Background: an optimization exercise with open tools, aiming at small area, a short achievable clock period and few clock cycles per item. Do not read the settings as production practice.
Function was checked by simulation only, so behaviour that the tests miss may differ from the original.

## flow/design.v (module list and top-level ports; edited modules follow where they fit)
// module geofence: 4100 lines
module geofence (clk, reset, X, Y, R, valid, is_inside);
  // ...
==> flow/run.sh <==
#!/bin/bash
# synth_recipe.tcl (not shown) runs the flow's synth.tcl, then flattens the netlist and writes it again
# the make line also repeats each setting of config.mk as NAME=value (left out here)
make -C /OpenROAD-flow-scripts/flow DESIGN_CONFIG=/design/flow/config.mk WORK_HOME=/design/flow/orfs CLKGATE_MAP_FILE= SYNTH_SCRIPT=/design/flow/synth_recipe.tcl finish
==> flow/config.mk <==
export PLATFORM = sky130hd
export DESIGN_NAME = geofence
export DESIGN_NICKNAME = geofence
export VERILOG_FILES = /design/flow/design.v
export SDC_FILE = /design/flow/constraint.sdc
export NUM_CORES = 4
export LEC_CHECK = 0
export ABC_AREA = 1
export CAP_MARGIN = 20
export CORE_MARGIN = 2
export CORE_UTILIZATION = 60
export SLEW_MARGIN = 20
==> flow/constraint.sdc <==
create_clock -name core_clock -period 32.0 [get_ports {clk}]
set_input_delay 6.4000 -clock core_clock [delete_from_list [all_inputs] [get_ports {clk}]]
set_output_delay 6.4000 -clock core_clock [all_outputs]
set_load 0.01 [all_outputs]
==> results.txt, run 1 <==
- Outcome: finished clean
- Hold path startpoint: q5_b[4]$_DFF_P_
- Synth cell types: 68
- Postcts setup bufs: 0
- Leading cell type in the layout, fill and taps excluded: inv_1
- Worst hold slack: ~320 ps
- Total Routing Usage GR: 27.8%
- First-pass GRT wire length: around 190000 um
- Post-DP Area: about 50000 um2
- Unrepaired setup endpoints after global routing: no
- Largest family of logic cells by synthesized area: adder cells
- Fraction of area in multi-input gates: between 50% and 60%
- Area added between synthesis and finish: 7.02%
- Non-CTS buffers: 48
- Slowest cell delay on critical path: 580 ps
- HP Class: reg -> reg
- Drt initial violations: roughly 2200
- Clock-cell share: 4.52%
- CP Cell Sequence: clkdlybuf4s50_1, inv_1, ha_1, fa_1, nor3_1, nor2_1, nand2_1, nand2_1, o2111ai_1, nand3_1, nand2_1, inv_1, nand2_1, nand2_1, xnor2_1
- Starting density of the core: between 60% and 70%
- PortBufs: 33
- Largest area contributor in the netlist: fa_1
- Row cnt: between 100 and 150
- Post-route ant nets: 0
- CTS sink cnt: ~570
- Biggest regs: sr x60, sx x60, sy x60
- Most frequent cells in the layout: inv_1, nand2_1, ha_1
- Yosys reg bits: about 570
- Critical path data arrival time: about 9400 ps
- FF-to-FF End: p_rem[8]$_DFF_P_
- Synth Area in XOR/XNOR: under 10%
- Post-CTS sizing: 0
- Final hold viol count: 0
- Crit path to: iay[5]$_DFF_P_
- Setup ws final: roughly 23000 ps
- Crit path time final: around 9000 ps
Testbench counts, summed over its fixed seeds: cycles 8,064, objects 384.
==> inputs of run 2 (changes only) <==
--- a/flow/design.v
+++ b/flow/design.v
@@ -23,201 +23,198 @@
 reg [9:0] sr [0:5];
 reg [KW-1:0] sk [1:5];
 wire [9:0] sx0 = sx[0], sy0 = sy[0], sx5 = sx[5], sy5 = sy[5];
 wire [9:0] sr1 = sr[1], sr2 = sr[2];
 reg [9:0] ix, iy, ir;
 always @(posedge clk) begin
     ix <= X; iy <= Y; ir <= R[9:0];
 end
-wire kaxp_g0 = X[0] & ~sx0[0];
-wire kaxp_p0 = X[0] ^ ~sx0[0];
-wire kaxp_g1 = X[1] & ~sx0[1];
-wire kaxp_p1 = X[1] ^ ~sx0[1];
-wire kaxp_g2 = X[2] & ~sx0[2];
-wire kaxp_p2 = X[2] ^ ~sx0[2];
-wire kaxp_g3 = X[3] & ~sx0[3];
-wire kaxp_p3 = X[3] ^ ~sx0[3];
-wire kaxp_g4 = X[4] & ~sx0[4];
-wire kaxp_p4 = X[4] ^ ~sx0[4];
-wire kaxp_g5 = X[5] & ~sx0[5];
-wire kaxp_p5 = X[5] ^ ~sx0[5];
-wire kaxp_g6 = X[6] & ~sx0[6];
-wire kaxp_p6 = X[6] ^ ~sx0[6];
-wire kaxp_g7 = X[7] & ~sx0[7];
-wire kaxp_p7 = X[7] ^ ~sx0[7];
-wire kaxp_g8 = X[8] & ~sx0[8];
-wire kaxp_p8 = X[8] ^ ~sx0[8];
-wire kaxp_g9 = X[9] & ~sx0[9];
-wire kaxp_p9 = X[9] ^ ~sx0[9];
-wire kaxp_g0c = kaxp_g0 | (kaxp_p0 & 1'b1);
-wire kaxp_G1 = kaxp_g1 | (kaxp_p1 & kaxp_g0c);
-wire kaxp_G2 = kaxp_g3 | (kaxp_p3 & kaxp_g2);
-wire kaxp_P2 = kaxp_p3 & kaxp_p2;
-wire kaxp_G3 = kaxp_g5 | (kaxp_p5 & kaxp_g4);
-wire kaxp_P3 = kaxp_p5 & kaxp_p4;
-wire kaxp_G4 = kaxp_g7 | (kaxp_p7 & kaxp_g6);
-wire kaxp_P4 = kaxp_p7 & kaxp_p6;
-wire kaxp_G5 = kaxp_g9 | (kaxp_p9 & kaxp_g8);
-wire kaxp_P5 = kaxp_p9 & kaxp_p8;
-wire kaxp_G6 = kaxp_G2 | (kaxp_P2 & kaxp_G1);
-wire kaxp_G7 = kaxp_G4 | (kaxp_P4 & kaxp_G3);
-wire kaxp_P7 = kaxp_P4 & kaxp_P3;
-wire kaxp_G8 = kaxp_G7 | (kaxp_P7 & kaxp_G6);
-wire kaxp_G9 = kaxp_G3 | (kaxp_P3 & kaxp_G6);
-wire kaxp_G10 = kaxp_G5 | (kaxp_P5 & kaxp_G8);
-wire kaxp_G11 = kaxp_g2 | (kaxp_p2 & kaxp_G1);
-wire kaxp_G12 = kaxp_g4 | (kaxp_p4 & kaxp_G6);
-wire kaxp_G13 = kaxp_g6 | (kaxp_p6 & kaxp_G9);
-wire kaxp_G14 = kaxp_g8 | (kaxp_p8 & kaxp_G8);
-wire [9:0] kaxp_d = {(kaxp_p9 ^ kaxp_G14), (kaxp_p8 ^ kaxp_G8), (kaxp_p7 ^ kaxp_G13), (kaxp_p6 ^ kaxp_G9), (kaxp_p5 ^ kaxp_G12), (kaxp_p4 ^ kaxp_G6), (kaxp_p3 ^ kaxp_G11), (kaxp_p2 ^ kaxp_G1), (kaxp_p1 ^ kaxp_g0c), (kaxp_p0 ^ 1'b1)};
-wire kaxp_ge = kaxp_G10;
-wire kaxn_g0 = sx0[0] & ~X[0];
-wire kaxn_p0 = sx0[0] ^ ~X[0];
-wire kaxn_g1 = sx0[1] & ~X[1];
-wire kaxn_p1 = sx0[1] ^ ~X[1];
-wire kaxn_g2 = sx0[2] & ~X[2];
-wire kaxn_p2 = sx0[2] ^ ~X[2];
-wire kaxn_g3 = sx0[3] & ~X[3];
-wire kaxn_p3 = sx0[3] ^ ~X[3];
-wire kaxn_g4 = sx0[4] & ~X[4];
-wire kaxn_p4 = sx0[4] ^ ~X[4];
-wire kaxn_g5 = sx0[5] & ~X[5];
-wire kaxn_p5 = sx0[5] ^ ~X[5];
-wire kaxn_g6 = sx0[6] & ~X[6];
-wire kaxn_p6 = sx0[6] ^ ~X[6];
-wire kaxn_g7 = sx0[7] & ~X[7];
-wire kaxn_p7 = sx0[7] ^ ~X[7];
-wire kaxn_g8 = sx0[8] & ~X[8];
-wire kaxn_p8 = sx0[8] ^ ~X[8];
-wire kaxn_g9 = sx0[9] & ~X[9];
-wire kaxn_p9 = sx0[9] ^ ~X[9];
-wire kaxn_g0c = kaxn_g0 | (kaxn_p0 & 1'b1);
-wire kaxn_G1 = kaxn_g1 | (kaxn_p1 & kaxn_g0c);
-wire kaxn_G2 = kaxn_g3 | (kaxn_p3 & kaxn_g2);
-wire kaxn_P2 = kaxn_p3 & kaxn_p2;
-wire kaxn_G3 = kaxn_g5 | (kaxn_p5 & kaxn_g4);
-wire kaxn_P3 = kaxn_p5 & kaxn_p4;
-wire kaxn_G4 = kaxn_g7 | (kaxn_p7 & kaxn_g6);
-wire kaxn_P4 = kaxn_p7 & kaxn_p6;
-wire kaxn_G5 = kaxn_g9 | (kaxn_p9 & kaxn_g8);
-wire kaxn_P5 = kaxn_p9 & kaxn_p8;
-wire kaxn_G6 = kaxn_G2 | (kaxn_P2 & kaxn_G1);
-wire kaxn_G7 = kaxn_G4 | (kaxn_P4 & kaxn_G3);
-wire kaxn_P7 = kaxn_P4 & kaxn_P3;
-wire kaxn_G8 = kaxn_G7 | (kaxn_P7 & kaxn_G6);
-wire kaxn_G9 = kaxn_G3 | (kaxn_P3 & kaxn_G6);
-wire kaxn_G10 = kaxn_G5 | (kaxn_P5 & kaxn_G8);
-wire kaxn_G11 = kaxn_g2 | (kaxn_p2 & kaxn_G1);
-wire kaxn_G12 = kaxn_g4 | (kaxn_p4 & kaxn_G6);
-wire kaxn_G13 = kaxn_g6 | (kaxn_p6 & kaxn_G9);
-wire kaxn_G14 = kaxn_g8 | (kaxn_p8 & kaxn_G8);
-wire [9:0] kaxn_d = {(kaxn_p9 ^ kaxn_G14), (kaxn_p8 ^ kaxn_G8), (kaxn_p7 ^ kaxn_G13), (kaxn_p6 ^ kaxn_G9), (kaxn_p5 ^ kaxn_G12), (kaxn_p4 ^ kaxn_G6), (kaxn_p3 ^ kaxn_G11), (kaxn_p2 ^ kaxn_G1), (kaxn_p1 ^ kaxn_g0c), (kaxn_p0 ^ 1'b1)};
-wire kaxn_ge = kaxn_G10;
-wire [9:0] kax = kaxp_ge ? {kaxp_d[9], kaxp_d[8], kaxp_d[7], kaxp_d[6], kaxp_d[5], kaxp_d[4], kaxp_d[3], kaxp_d[2], kaxp_d[1], kaxp_d[0]} : {kaxn_d[9], kaxn_d[8], kaxn_d[7], kaxn_d[6], kaxn_d[5], kaxn_d[4], kaxn_d[3], kaxn_d[2], kaxn_d[1], kaxn_d[0]};
-wire kayp_g0 = Y[0] & ~sy0[0];
-wire kayp_p0 = Y[0] ^ ~sy0[0];
-wire kayp_g1 = Y[1] & ~sy0[1];
-wire kayp_p1 = Y[1] ^ ~sy0[1];
-wire kayp_g2 = Y[2] & ~sy0[2];
-wire kayp_p2 = Y[2] ^ ~sy0[2];
-wire kayp_g3 = Y[3] & ~sy0[3];
-wire kayp_p3 = Y[3] ^ ~sy0[3];
-wire kayp_g4 = Y[4] & ~sy0[4];
-wire kayp_p4 = Y[4] ^ ~sy0[4];
-wire kayp_g5 = Y[5] & ~sy0[5];
-wire kayp_p5 = Y[5] ^ ~sy0[5];
-wire kayp_g6 = Y[6] & ~sy0[6];
-wire kayp_p6 = Y[6] ^ ~sy0[6];
-wire kayp_g7 = Y[7] & ~sy0[7];
-wire kayp_p7 = Y[7] ^ ~sy0[7];
-wire kayp_g8 = Y[8] & ~sy0[8];
-wire kayp_p8 = Y[8] ^ ~sy0[8];
-wire kayp_g9 = Y[9] & ~sy0[9];
-wire kayp_p9 = Y[9] ^ ~sy0[9];
-wire kayp_g0c = kayp_g0 | (kayp_p0 & 1'b1);
-wire kayp_G1 = kayp_g1 | (kayp_p1 & kayp_g0c);
-wire kayp_G2 = kayp_g3 | (kayp_p3 & kayp_g2);
-wire kayp_P2 = kayp_p3 & kayp_p2;
-wire kayp_G3 = kayp_g5 | (kayp_p5 & kayp_g4);
-wire kayp_P3 = kayp_p5 & kayp_p4;
-wire kayp_G4 = kayp_g7 | (kayp_p7 & kayp_g6);
-wire kayp_P4 = kayp_p7 & kayp_p6;
-wire kayp_G5 = kayp_g9 | (kayp_p9 & kayp_g8);
-wire kayp_P5 = kayp_p9 & kayp_p8;
-wire kayp_G6 = kayp_G2 | (kayp_P2 & kayp_G1);
-wire kayp_G7 = kayp_G4 | (kayp_P4 & kayp_G3);
-wire kayp_P7 = kayp_P4 & kayp_P3;
-wire kayp_G8 = kayp_G7 | (kayp_P7 & kayp_G6);
-wire kayp_G9 = kayp_G3 | (kayp_P3 & kayp_G6);
-wire kayp_G10 = kayp_G5 | (kayp_P5 & kayp_G8);
-wire kayp_G11 = kayp_g2 | (kayp_p2 & kayp_G1);
-wire kayp_G12 = kayp_g4 | (kayp_p4 & kayp_G6);
-wire kayp_G13 = kayp_g6 | (kayp_p6 & kayp_G9);
-wire kayp_G14 = kayp_g8 | (kayp_p8 & kayp_G8);
-wire [9:0] kayp_d = {(kayp_p9 ^ kayp_G14), (kayp_p8 ^ kayp_G8), (kayp_p7 ^ kayp_G13), (kayp_p6 ^ kayp_G9), (kayp_p5 ^ kayp_G12), (kayp_p4 ^ kayp_G6), (kayp_p3 ^ kayp_G11), (kayp_p2 ^ kayp_G1), (kayp_p1 ^ kayp_g0c), (kayp_p0 ^ 1'b1)};
-wire kayp_ge = kayp_G10;
-wire kayn_g0 = sy0[0] & ~Y[0];
-wire kayn_p0 = sy0[0] ^ ~Y[0];
-wire kayn_g1 = sy0[1] & ~Y[1];
-wire kayn_p1 = sy0[1] ^ ~Y[1];
-wire kayn_g2 = sy0[2] & ~Y[2];
-wire kayn_p2 = sy0[2] ^ ~Y[2];
-wire kayn_g3 = sy0[3] & ~Y[3];
-wire kayn_p3 = sy0[3] ^ ~Y[3];
-wire kayn_g4 = sy0[4] & ~Y[4];
-wire kayn_p4 = sy0[4] ^ ~Y[4];
-wire kayn_g5 = sy0[5] & ~Y[5];
-wire kayn_p5 = sy0[5] ^ ~Y[5];
-wire kayn_g6 = sy0[6] & ~Y[6];
-wire kayn_p6 = sy0[6] ^ ~Y[6];
-wire kayn_g7 = sy0[7] & ~Y[7];
-wire kayn_p7 = sy0[7] ^ ~Y[7];
-wire kayn_g8 = sy0[8] & ~Y[8];
-wire kayn_p8 = sy0[8] ^ ~Y[8];
-wire kayn_g9 = sy0[9] & ~Y[9];
-wire kayn_p9 = sy0[9] ^ ~Y[9];
-wire kayn_g0c = kayn_g0 | (kayn_p0 & 1'b1);
-wire kayn_G1 = kayn_g1 | (kayn_p1 & kayn_g0c);
-wire kayn_G2 = kayn_g3 | (kayn_p3 & kayn_g2);
-wire kayn_P2 = kayn_p3 & kayn_p2;
-wire kayn_G3 = kayn_g5 | (kayn_p5 & kayn_g4);
-wire kayn_P3 = kayn_p5 & kayn_p4;
-wire kayn_G4 = kayn_g7 | (kayn_p7 & kayn_g6);
-wire kayn_P4 = kayn_p7 & kayn_p6;
-wire kayn_G5 = kayn_g9 | (kayn_p9 & kayn_g8);
-wire kayn_P5 = kayn_p9 & kayn_p8;
-wire kayn_G6 = kayn_G2 | (kayn_P2 & kayn_G1);
-wire kayn_G7 = kayn_G4 | (kayn_P4 & kayn_G3);
-wire kayn_P7 = kayn_P4 & kayn_P3;
-wire kayn_G8 = kayn_G7 | (kayn_P7 & kayn_G6);
-wire kayn_G9 = kayn_G3 | (kayn_P3 & kayn_G6);
-wire kayn_G10 = kayn_G5 | (kayn_P5 & kayn_G8);
-wire kayn_G11 = kayn_g2 | (kayn_p2 & kayn_G1);
-wire kayn_G12 = kayn_g4 | (kayn_p4 & kayn_G6);
-wire kayn_G13 = kayn_g6 | (kayn_p6 & kayn_G9);
-wire kayn_G14 = kayn_g8 | (kayn_p8 & kayn_G8);
-wire [9:0] kayn_d = {(kayn_p9 ^ kayn_G14), (kayn_p8 ^ kayn_G8), (kayn_p7 ^ kayn_G13), (kayn_p6 ^ kayn_G9), (kayn_p5 ^ kayn_G12), (kayn_p4 ^ kayn_G6), (kayn_p3 ^ kayn_G11), (kayn_p2 ^ kayn_G1), (kayn_p1 ^ kayn_g0c), (kayn_p0 ^ 1'b1)};
-wire kayn_ge = kayn_G10;
-wire [9:0] kay = kayp_ge ? {kayp_d[9], kayp_d[8], kayp_d[7], kayp_d[6], kayp_d[5], kayp_d[4], kayp_d[3], kayp_d[2], kayp_d[1], kayp_d[0]} : {kayn_d[9], kayn_d[8], kayn_d[7], kayn_d[6], kayn_d[5], kayn_d[4], kayn_d[3], kayn_d[2], kayn_d[1], kayn_d[0]};
-reg [9:0] iax, iay;
-reg ixn, iyn, ixz, iyz;
+wire kdxp_g0 = X[0] & ~sx0[0];
+wire kdxp_p0 = X[0] ^ ~sx0[0];
+wire kdxp_g1 = X[1] & ~sx0[1];
+wire kdxp_p1 = X[1] ^ ~sx0[1];
+wire kdxp_g2 = X[2] & ~sx0[2];
+wire kdxp_p2 = X[2] ^ ~sx0[2];
+wire kdxp_g3 = X[3] & ~sx0[3];
+wire kdxp_p3 = X[3] ^ ~sx0[3];
+wire kdxp_g4 = X[4] & ~sx0[4];
+wire kdxp_p4 = X[4] ^ ~sx0[4];
+wire kdxp_g5 = X[5] & ~sx0[5];
+wire kdxp_p5 = X[5] ^ ~sx0[5];
+wire kdxp_g6 = X[6] & ~sx0[6];
+wire kdxp_p6 = X[6] ^ ~sx0[6];
+wire kdxp_g7 = X[7] & ~sx0[7];
+wire kdxp_p7 = X[7] ^ ~sx0[7];
+wire kdxp_g8 = X[8] & ~sx0[8];
+wire kdxp_p8 = X[8] ^ ~sx0[8];
+wire kdxp_g9 = X[9] & ~sx0[9];
+wire kdxp_p9 = X[9] ^ ~sx0[9];
+wire kdxp_g0c = kdxp_g0 | (kdxp_p0 & 1'b1);
+wire kdxp_G1 = kdxp_g1 | (kdxp_p1 & kdxp_g0c);
+wire kdxp_G2 = kdxp_g3 | (kdxp_p3 & kdxp_g2);
+wire kdxp_P2 = kdxp_p3 & kdxp_p2;
+wire kdxp_G3 = kdxp_g5 | (kdxp_p5 & kdxp_g4);
+wire kdxp_P3 = kdxp_p5 & kdxp_p4;
+wire kdxp_G4 = kdxp_g7 | (kdxp_p7 & kdxp_g6);
+wire kdxp_P4 = kdxp_p7 & kdxp_p6;
+wire kdxp_G5 = kdxp_g9 | (kdxp_p9 & kdxp_g8);
+wire kdxp_P5 = kdxp_p9 & kdxp_p8;
+wire kdxp_G6 = kdxp_G2 | (kdxp_P2 & kdxp_G1);
+wire kdxp_G7 = kdxp_G4 | (kdxp_P4 & kdxp_G3);
+wire kdxp_P7 = kdxp_P4 & kdxp_P3;
+wire kdxp_G8 = kdxp_G7 | (kdxp_P7 & kdxp_G6);
+wire kdxp_G9 = kdxp_G3 | (kdxp_P3 & kdxp_G6);
+wire kdxp_G10 = kdxp_G5 | (kdxp_P5 & kdxp_G8);
+wire kdxp_G11 = kdxp_g2 | (kdxp_p2 & kdxp_G1);
+wire kdxp_G12 = kdxp_g4 | (kdxp_p4 & kdxp_G6);
+wire kdxp_G13 = kdxp_g6 | (kdxp_p6 & kdxp_G9);
+wire kdxp_G14 = kdxp_g8 | (kdxp_p8 & kdxp_G8);
+wire [9:0] kdxp_d = {(kdxp_p9 ^ kdxp_G14), (kdxp_p8 ^ kdxp_G8), (kdxp_p7 ^ kdxp_G13), (kdxp_p6 ^ kdxp_G9), (kdxp_p5 ^ kdxp_G12), (kdxp_p4 ^ kdxp_G6), (kdxp_p3 ^ kdxp_G11), (kdxp_p2 ^ kdxp_G1), (kdxp_p1 ^ kdxp_g0c), (kdxp_p0 ^ 1'b1)};
+wire kdxp_ge = kdxp_G10;
+wire kdxn_g0 = sx0[0] & ~X[0];
+wire kdxn_p0 = sx0[0] ^ ~X[0];
+wire kdxn_g1 = sx0[1] & ~X[1];
+wire kdxn_p1 = sx0[1] ^ ~X[1];
+wire kdxn_g2 = sx0[2] & ~X[2];
+wire kdxn_p2 = sx0[2] ^ ~X[2];
+wire kdxn_g3 = sx0[3] & ~X[3];
+wire kdxn_p3 = sx0[3] ^ ~X[3];
+wire kdxn_g4 = sx0[4] & ~X[4];
+wire kdxn_p4 = sx0[4] ^ ~X[4];
+wire kdxn_g5 = sx0[5] & ~X[5];
+wire kdxn_p5 = sx0[5] ^ ~X[5];
+wire kdxn_g6 = sx0[6] & ~X[6];
+wire kdxn_p6 = sx0[6] ^ ~X[6];
+wire kdxn_g7 = sx0[7] & ~X[7];
+wire kdxn_p7 = sx0[7] ^ ~X[7];
+wire kdxn_g8 = sx0[8] & ~X[8];
+wire kdxn_p8 = sx0[8] ^ ~X[8];
+wire kdxn_g9 = sx0[9] & ~X[9];
+wire kdxn_p9 = sx0[9] ^ ~X[9];
+wire kdxn_g0c = kdxn_g0 | (kdxn_p0 & 1'b1);
+wire kdxn_G1 = kdxn_g1 | (kdxn_p1 & kdxn_g0c);
+wire kdxn_G2 = kdxn_g3 | (kdxn_p3 & kdxn_g2);
+wire kdxn_P2 = kdxn_p3 & kdxn_p2;
+wire kdxn_G3 = kdxn_g5 | (kdxn_p5 & kdxn_g4);
+wire kdxn_P3 = kdxn_p5 & kdxn_p4;
+wire kdxn_G4 = kdxn_g7 | (kdxn_p7 & kdxn_g6);
+wire kdxn_P4 = kdxn_p7 & kdxn_p6;
+wire kdxn_G5 = kdxn_g9 | (kdxn_p9 & kdxn_g8);
+wire kdxn_P5 = kdxn_p9 & kdxn_p8;
+wire kdxn_G6 = kdxn_G2 | (kdxn_P2 & kdxn_G1);
+wire kdxn_G7 = kdxn_G4 | (kdxn_P4 & kdxn_G3);
+wire kdxn_P7 = kdxn_P4 & kdxn_P3;
+wire kdxn_G8 = kdxn_G7 | (kdxn_P7 & kdxn_G6);
+wire kdxn_G9 = kdxn_G3 | (kdxn_P3 & kdxn_G6);
+wire kdxn_G10 = kdxn_G5 | (kdxn_P5 & kdxn_G8);
+wire kdxn_G11 = kdxn_g2 | (kdxn_p2 & kdxn_G1);
+wire kdxn_G12 = kdxn_g4 | (kdxn_p4 & kdxn_G6);
+wire kdxn_G13 = kdxn_g6 | (kdxn_p6 & kdxn_G9);
+wire kdxn_G14 = kdxn_g8 | (kdxn_p8 & kdxn_G8);
+wire [9:0] kdxn_d = {(kdxn_p9 ^ kdxn_G14), (kdxn_p8 ^ kdxn_G8), (kdxn_p7 ^ kdxn_G13), (kdxn_p6 ^ kdxn_G9), (kdxn_p5 ^ kdxn_G12), (kdxn_p4 ^ kdxn_G6), (kdxn_p3 ^ kdxn_G11), (kdxn_p2 ^ kdxn_G1), (kdxn_p1 ^ kdxn_g0c), (kdxn_p0 ^ 1'b1)};
+wire kdxn_ge = kdxn_G10;
+wire kdyp_g0 = Y[0] & ~sy0[0];
+wire kdyp_p0 = Y[0] ^ ~sy0[0];
+wire kdyp_g1 = Y[1] & ~sy0[1];
+wire kdyp_p1 = Y[1] ^ ~sy0[1];
+wire kdyp_g2 = Y[2] & ~sy0[2];
+wire kdyp_p2 = Y[2] ^ ~sy0[2];
+wire kdyp_g3 = Y[3] & ~sy0[3];
+wire kdyp_p3 = Y[3] ^ ~sy0[3];
+wire kdyp_g4 = Y[4] & ~sy0[4];
+wire kdyp_p4 = Y[4] ^ ~sy0[4];
+wire kdyp_g5 = Y[5] & ~sy0[5];
+wire kdyp_p5 = Y[5] ^ ~sy0[5];
+wire kdyp_g6 = Y[6] & ~sy0[6];
+wire kdyp_p6 = Y[6] ^ ~sy0[6];
+wire kdyp_g7 = Y[7] & ~sy0[7];
+wire kdyp_p7 = Y[7] ^ ~sy0[7];
+wire kdyp_g8 = Y[8] & ~sy0[8];
+wire kdyp_p8 = Y[8] ^ ~sy0[8];
+wire kdyp_g9 = Y[9] & ~sy0[9];
+wire kdyp_p9 = Y[9] ^ ~sy0[9];
+wire kdyp_g0c = kdyp_g0 | (kdyp_p0 & 1'b1);
+wire kdyp_G1 = kdyp_g1 | (kdyp_p1 & kdyp_g0c);
+wire kdyp_G2 = kdyp_g3 | (kdyp_p3 & kdyp_g2);
+wire kdyp_P2 = kdyp_p3 & kdyp_p2;
+wire kdyp_G3 = kdyp_g5 | (kdyp_p5 & kdyp_g4);
+wire kdyp_P3 = kdyp_p5 & kdyp_p4;
+wire kdyp_G4 = kdyp_g7 | (kdyp_p7 & kdyp_g6);
+wire kdyp_P4 = kdyp_p7 & kdyp_p6;
+wire kdyp_G5 = kdyp_g9 | (kdyp_p9 & kdyp_g8);
+wire kdyp_P5 = kdyp_p9 & kdyp_p8;
+wire kdyp_G6 = kdyp_G2 | (kdyp_P2 & kdyp_G1);
+wire kdyp_G7 = kdyp_G4 | (kdyp_P4 & kdyp_G3);
+wire kdyp_P7 = kdyp_P4 & kdyp_P3;
+wire kdyp_G8 = kdyp_G7 | (kdyp_P7 & kdyp_G6);
+wire kdyp_G9 = kdyp_G3 | (kdyp_P3 & kdyp_G6);
+wire kdyp_G10 = kdyp_G5 | (kdyp_P5 & kdyp_G8);
+wire kdyp_G11 = kdyp_g2 | (kdyp_p2 & kdyp_G1);
+wire kdyp_G12 = kdyp_g4 | (kdyp_p4 & kdyp_G6);
+wire kdyp_G13 = kdyp_g6 | (kdyp_p6 & kdyp_G9);
+wire kdyp_G14 = kdyp_g8 | (kdyp_p8 & kdyp_G8);
+wire [9:0] kdyp_d = {(kdyp_p9 ^ kdyp_G14), (kdyp_p8 ^ kdyp_G8), (kdyp_p7 ^ kdyp_G13), (kdyp_p6 ^ kdyp_G9), (kdyp_p5 ^ kdyp_G12), (kdyp_p4 ^ kdyp_G6), (kdyp_p3 ^ kdyp_G11), (kdyp_p2 ^ kdyp_G1), (kdyp_p1 ^ kdyp_g0c), (kdyp_p0 ^ 1'b1)};
+wire kdyp_ge = kdyp_G10;
+wire kdyn_g0 = sy0[0] & ~Y[0];
+wire kdyn_p0 = sy0[0] ^ ~Y[0];
+wire kdyn_g1 = sy0[1] & ~Y[1];
+wire kdyn_p1 = sy0[1] ^ ~Y[1];
+wire kdyn_g2 = sy0[2] & ~Y[2];
+wire kdyn_p2 = sy0[2] ^ ~Y[2];
+wire kdyn_g3 = sy0[3] & ~Y[3];
+wire kdyn_p3 = sy0[3] ^ ~Y[3];
+wire kdyn_g4 = sy0[4] & ~Y[4];
+wire kdyn_p4 = sy0[4] ^ ~Y[4];
+wire kdyn_g5 = sy0[5] & ~Y[5];
+wire kdyn_p5 = sy0[5] ^ ~Y[5];
+wire kdyn_g6 = sy0[6] & ~Y[6];
+wire kdyn_p6 = sy0[6] ^ ~Y[6];
+wire kdyn_g7 = sy0[7] & ~Y[7];
+wire kdyn_p7 = sy0[7] ^ ~Y[7];
+wire kdyn_g8 = sy0[8] & ~Y[8];
+wire kdyn_p8 = sy0[8] ^ ~Y[8];
+wire kdyn_g9 = sy0[9] & ~Y[9];
+wire kdyn_p9 = sy0[9] ^ ~Y[9];
+wire kdyn_g0c = kdyn_g0 | (kdyn_p0 & 1'b1);
+wire kdyn_G1 = kdyn_g1 | (kdyn_p1 & kdyn_g0c);
+wire kdyn_G2 = kdyn_g3 | (kdyn_p3 & kdyn_g2);
+wire kdyn_P2 = kdyn_p3 & kdyn_p2;
+wire kdyn_G3 = kdyn_g5 | (kdyn_p5 & kdyn_g4);
+wire kdyn_P3 = kdyn_p5 & kdyn_p4;
+wire kdyn_G4 = kdyn_g7 | (kdyn_p7 & kdyn_g6);
+wire kdyn_P4 = kdyn_p7 & kdyn_p6;
+wire kdyn_G5 = kdyn_g9 | (kdyn_p9 & kdyn_g8);
+wire kdyn_P5 = kdyn_p9 & kdyn_p8;
+wire kdyn_G6 = kdyn_G2 | (kdyn_P2 & kdyn_G1);
+wire kdyn_G7 = kdyn_G4 | (kdyn_P4 & kdyn_G3);
+wire kdyn_P7 = kdyn_P4 & kdyn_P3;
+wire kdyn_G8 = kdyn_G7 | (kdyn_P7 & kdyn_G6);
+wire kdyn_G9 = kdyn_G3 | (kdyn_P3 & kdyn_G6);
+wire kdyn_G10 = kdyn_G5 | (kdyn_P5 & kdyn_G8);
+wire kdyn_G11 = kdyn_g2 | (kdyn_p2 & kdyn_G1);
+wire kdyn_G12 = kdyn_g4 | (kdyn_p4 & kdyn_G6);
+wire kdyn_G13 = kdyn_g6 | (kdyn_p6 & kdyn_G9);
+wire kdyn_G14 = kdyn_g8 | (kdyn_p8 & kdyn_G8);
+wire [9:0] kdyn_d = {(kdyn_p9 ^ kdyn_G14), (kdyn_p8 ^ kdyn_G8), (kdyn_p7 ^ kdyn_G13), (kdyn_p6 ^ kdyn_G9), (kdyn_p5 ^ kdyn_G12), (kdyn_p4 ^ kdyn_G6), (kdyn_p3 ^ kdyn_G11), (kdyn_p2 ^ kdyn_G1), (kdyn_p1 ^ kdyn_g0c), (kdyn_p0 ^ 1'b1)};
+wire kdyn_ge = kdyn_G10;
+reg [9:0] idxp, idxn, idyp, idyn;
+reg igx, igy, ixz, iyz;
 always @(posedge clk) begin
-    iax <= kax; iay <= kay;
-    ixn <= ~kaxp_ge; iyn <= ~kayp_ge;
+    idxp <= kdxp_d; idxn <= kdxn_d; idyp <= kdyp_d; idyn <= kdyn_d;
+    igx <= kdxp_ge; igy <= kdyp_ge;
     ixz <= (X == sx0); iyz <= (Y == sy0);
 end
-reg [1:0] kq;
-reg [9:0] kn, km;
-always @(*) begin
-    if (!ixn && !ixz && !iyn)                 begin kq = 2'd0; kn = iay; km = iax; end
-    else if ((ixn || ixz) && !iyn && !iyz)    begin kq = 2'd1; kn = iax; km = iay; end
-    else if (ixn && (iyn || iyz))             begin kq = 2'd2; kn = iay; km = iax; end
-    else                                      begin kq = 2'd3; kn = iax; km = iay; end
-end
+wire kq0 = igx & ~ixz & igy;                  
+wire kq1 = (~igx | ixz) & igy & ~iyz;         
+wire kq2 = ~igx & (~igy | iyz);               
+wire kq3 = ~(kq0 | kq1 | kq2);                
+wire [1:0] kq = {kq2 | kq3, kq1 | kq3};
+wire [9:0] kn = ({10{kq0}} & idyp) | ({10{kq1}} & idxn) | ({10{kq2}} & idyn) | ({10{kq3}} & idxp);
+wire [9:0] km = ({10{kq0}} & idxp) | ({10{kq1}} & idyp) | ({10{kq2}} & idxn) | ({10{kq3}} & idyn);
 wire kd_g0 = kn[0] & km[0];
 wire kd_p0 = kn[0] ^ km[0];
 wire kd_g1 = kn[1] & km[1];
 wire kd_p1 = kn[1] ^ km[1];
 wire kd_g2 = kn[2] & km[2];
 wire kd_p2 = kn[2] ^ km[2];
 wire kd_g3 = kn[3] & km[3];
 wire kd_p3 = kn[3] ^ km[3];
==> results.txt, run 2 <==
- Clk root buf: clkbuf_16 (unchanged)
- Mux cell area share after synthesis: 0.327% (was 0.553%)
- Post-detailed-routing wire length: 118000 um (was 116000 um)
- Largest area contributor in the netlist: fa_1 (unchanged)
- Synth cell types: 77 (was 68)
- Synth Cell Area: 50500 um2 (was 49800 um2)
- Post-layout util: 64.8% (was 64.9%)
- Biggest regs: sr x60, sx x60, sy x60 (unchanged)
- Core outline area: 83400 um2 (was 82100 um2)
- GRT overflow: 0 (unchanged)
- Outcome: finished clean (unchanged)
- Worst slew pin tran: 1110 ps (was 1030 ps)
- Hold_buf cts: 0 (unchanged)
- Number of global-route vias before repair: 36400 (was 36200)
- Worst EP required: 32500 ps (was 32540 ps)
- Final worst-path cycle share: 26.8% (was 27.7%)
- Slowest cell delay on critical path: 840 ps (was 580 ps)
- Largest family of logic cells by synthesized area: adder cells (unchanged)
- Die area: 86400 um2 (was 85300 um2)
- GPL Wtd Cong: 0.904 (was 0.906)
- Fmax: 0.117 GHz (was 0.113 GHz)
- Post-DP Area: 51700 um2 (was 50900 um2)
- HP Class: reg -> reg (unchanged)
- Setup Skew: 30.2 ps (was 26.6 ps)
- Avg Cell Area, Syn: 8.74 um2 (was 8.65 um2)
- HPWL after detailed placement: 92800 um (was 92000 um)
- Total Routing Usage GR: 28.1% (was 27.8%)
- Synth top area cells: fa_1, dfxtp_1, ha_1 (was fa_1, ha_1, dfxtp_1)
- TNS Setup: 0 ps (unchanged)
- # DRC: 0 (unchanged)
- Post-Syn Instances: 5777 (was 5757)
- Clk latency of the worst-skew pair: 650 ps (was 640 ps)
- CTS sink cnt: 585 (was 567)
- Leading cell type in the layout, fill and taps excluded: inv_1 (unchanged)
- Max clock buf depth: 3 (unchanged)
- Row cnt: 106 (was 105)
- Async set or reset register ratio after synthesis: 1.03% (was 1.06%)
- YS warnings: 7 (unchanged)
- Worst-path maximum fanout: 9 (was 10)
- Chip width: 294 um (was 292 um)
- Count leader, synth: inv_1 (unchanged)
- Worst-path clk slew: 60 ps (about the same)
- Postcts setup bufs: 0 (unchanged)
- Inserted Diodes: 0 (unchanged)
- Syn nets: 6883 (was 6854)
- Crit path launch type: flop (was primary input)
- Final-stage net count: 6858 (was 6819)
- Most frequent cells in the layout: inv_1, nand2_1, ha_1 (unchanged)
- Crit Path Class: reg -> reg (was in -> reg)
- Share of post-route cells with drive strength above 1: 5.13% (was 4.55%)
- Slew Limit Fails: 0 (unchanged)
- # setup viols final: 0 (unchanged)
- Post-CTS sizing: 0 (unchanged)
- Critical path data arrival time: 9080 ps (was 9400 ps)
- Post-Synth Simple-Gate Area: 14.2% (was 14.7%)
- Final instance area: 54100 um2 (was 53300 um2)
- Via count: 36300 (was 36200)
- Final hold viol count: 0 (unchanged)
- Area added between synthesis and finish: 7.12% (was 7.02%)
- Synth Area in XOR/XNOR: 4.18% (was 4.09%)
- Starting density of the core: 60.5% (was 60.7%)
- Post-synth EDFFs: 220 (unchanged)
- Drt initial violations: 2305 (was 2151)
- Compound-Gate Fraction of Synth Area: 8.82% (was 8.32%)
- Drt pass-1 iters: 6 (unchanged)
- Synth cell count leaders: inv_1, nand2_1, ha_1 (unchanged)
- Unrepaired setup endpoints after global routing: no (unchanged)
- Synth top area share: 19.8% (was 19.9%)
- Relative slew slack: 26.3% (was 31.2%)
- Critical-path top delay cell: fa_1 (was clkdlybuf4s50_1)
- Antenna violations before repair: 1 (was 0)
- Top FF cell, synth: dfxtp_1 (unchanged)
- CTS buffer count: 69 (was 68)
- CTS tree: yes (unchanged)
- Sequential cell area fraction in the yosys report: 27.6% (was 27.3%)
- Max Cap Viol: 0 (unchanged)
- # IOs: 35 (unchanged)
- Post-route ant nets: 0 (unchanged)
- Wirelength per Cell: 17.1 um (was 17.0 um)
- Crit path time final: 8580 ps (was 8850 ps)
- CP endpoint kind: flop (unchanged)
- Synth Area in Adders: 34.0% (was 34.2%)
- Height of the die: 294 um (was 292 um)
- CTS H-Tree Depth: 3 (unchanged)
- PortBufs: 33 (unchanged)
- Vias per cell: 5.28 (was 5.29)
- Yosys reg bits: 585 (was 567)
- Largest net degree at the start of global routing: 94 (was 183)
- First-pass GRT wire length: 191000 um (was 190000 um)
run 2: cell count changes in the layout (fill, tap and decap cells not counted), sizes merged, moves of 6 or more:
cell,change
nand2,-24
nand3,-30
a21oi,+14
dfxtp,+18
a221oi,+14
mux2i,-11
xnor2,+7
inv,+27
buf,+11
clkinvlp,-6
or2,-6
run 2: stage by stage:
stage	setup WS, ps	cells	hold slack (ps)
after floorplan	23860	5777	310
after global placement	22940	6761	310
after detailed placement	22960	6761	312
after CTS	23440	6888	311
after global routing	22790	6888	313
final	23420	6888	312
run 2: metal layers:
layer	GRT usage (%)	routed length, um	part of all wire, %
met1	36.3	50200	43
met2	48.5	57500	49
met3	3.76	5700	4.8
met4	10.1	4460	3.8
met5	0	10	0.0085
run 2: worst paths after layout:
| check | end | cells after the start | startpoint | slack, ps |
|---|---|---|---|---|
| min in group asynchronous | valid$_DFF_PP0_ | 2 | reset | 6070 |
| max in group asynchronous | c[4]$_DFF_PP0_ | 2 | reset | 25720 |
| worst max register to register | v_neg$_DFF_P_ | 35 | sx[5][0]$_DFFE_PP_ | 23420 |
| worst max-delay path | v_neg$_DFF_P_ | 35 | sx[5][0]$_DFFE_PP_ | 23420 |
| worst min-delay path | q6b_lo[0]$_DFF_P_ | 0 | q5_b[0]$_DFF_P_ | 310 |
| worst min register to register | q6b_lo[0]$_DFF_P_ | 0 | q5_b[0]$_DFF_P_ | 310 |
run 2: area by class of cell:
type / instances / area, um2
clock inverters: 32 / 394
flip-flops and latches: 585 / 13900
repair buffers: 59 / 526
multi-input cells: 3773 / 31100
clock buffers: 95 / 1980
well taps: 1080 / 1350
inverters: 1264 / 4750
fillers: 7209 / 29400
run 2: critical path, delay by kind of cell (launching register included):
| family | cells | cell delay (ps) |
|---|---|---|
| compound gates | 12 | 2100 |
| fa+ha+maj | 9 | 4180 |
| buf+inv | 8 | 850 |
| flops | 1 | 400 |
| simple gates | 5 | 450 |
| xor+xnor | 1 | 410 |
run 2: logic make-up (layout without fill, tap and decap cells):
logic type	count (synthesis)	count (layout)
other	1	1
buffers and inverters	1419	1450
flip-flops	585	585
adder cells (fa/ha/maj)	1073	1073
multiplexers	15	15
AND/OR/NAND/NOR	1684	1684
XOR/XNOR	239	239
AO/OA/AOI/OAI	761	761
Testbench counts of run 2, summed over its fixed seeds: cycles 8,064, objects 384.

afterwards: timing with drivers on the ports:
Ports are ideal in the flow. The routed layouts listed here were re-timed in OpenROAD.
Step 1 assumes that a clkbuf_16 drives the clock port and a buf_2 every other input.
Step 2, shift: input delay + t, output delay - t, t = (earliest + latest rising clock arrival at the registers) / 2. This alone moves slack from input paths to output paths.
a / b / c = no drivers / after step 1 / after step 2; a / b = the first two.
run	shift t [ns]	setup WS [ns]	hold slack, ns	worst data-port slew with drivers (ns)
run 1	0.695	23.146 / 23.188 / 22.493	0.318 / 0.318 / 0.318	0.05
run 2	0.698	23.417 / 23.417 / 22.890	0.312 / 0.312 / 0.312	0.08
After both steps every run listed still meets setup and hold. The setup slack of run 1, which loses most, moves by +0.042 ns with the drivers and by -0.653 ns with both steps.
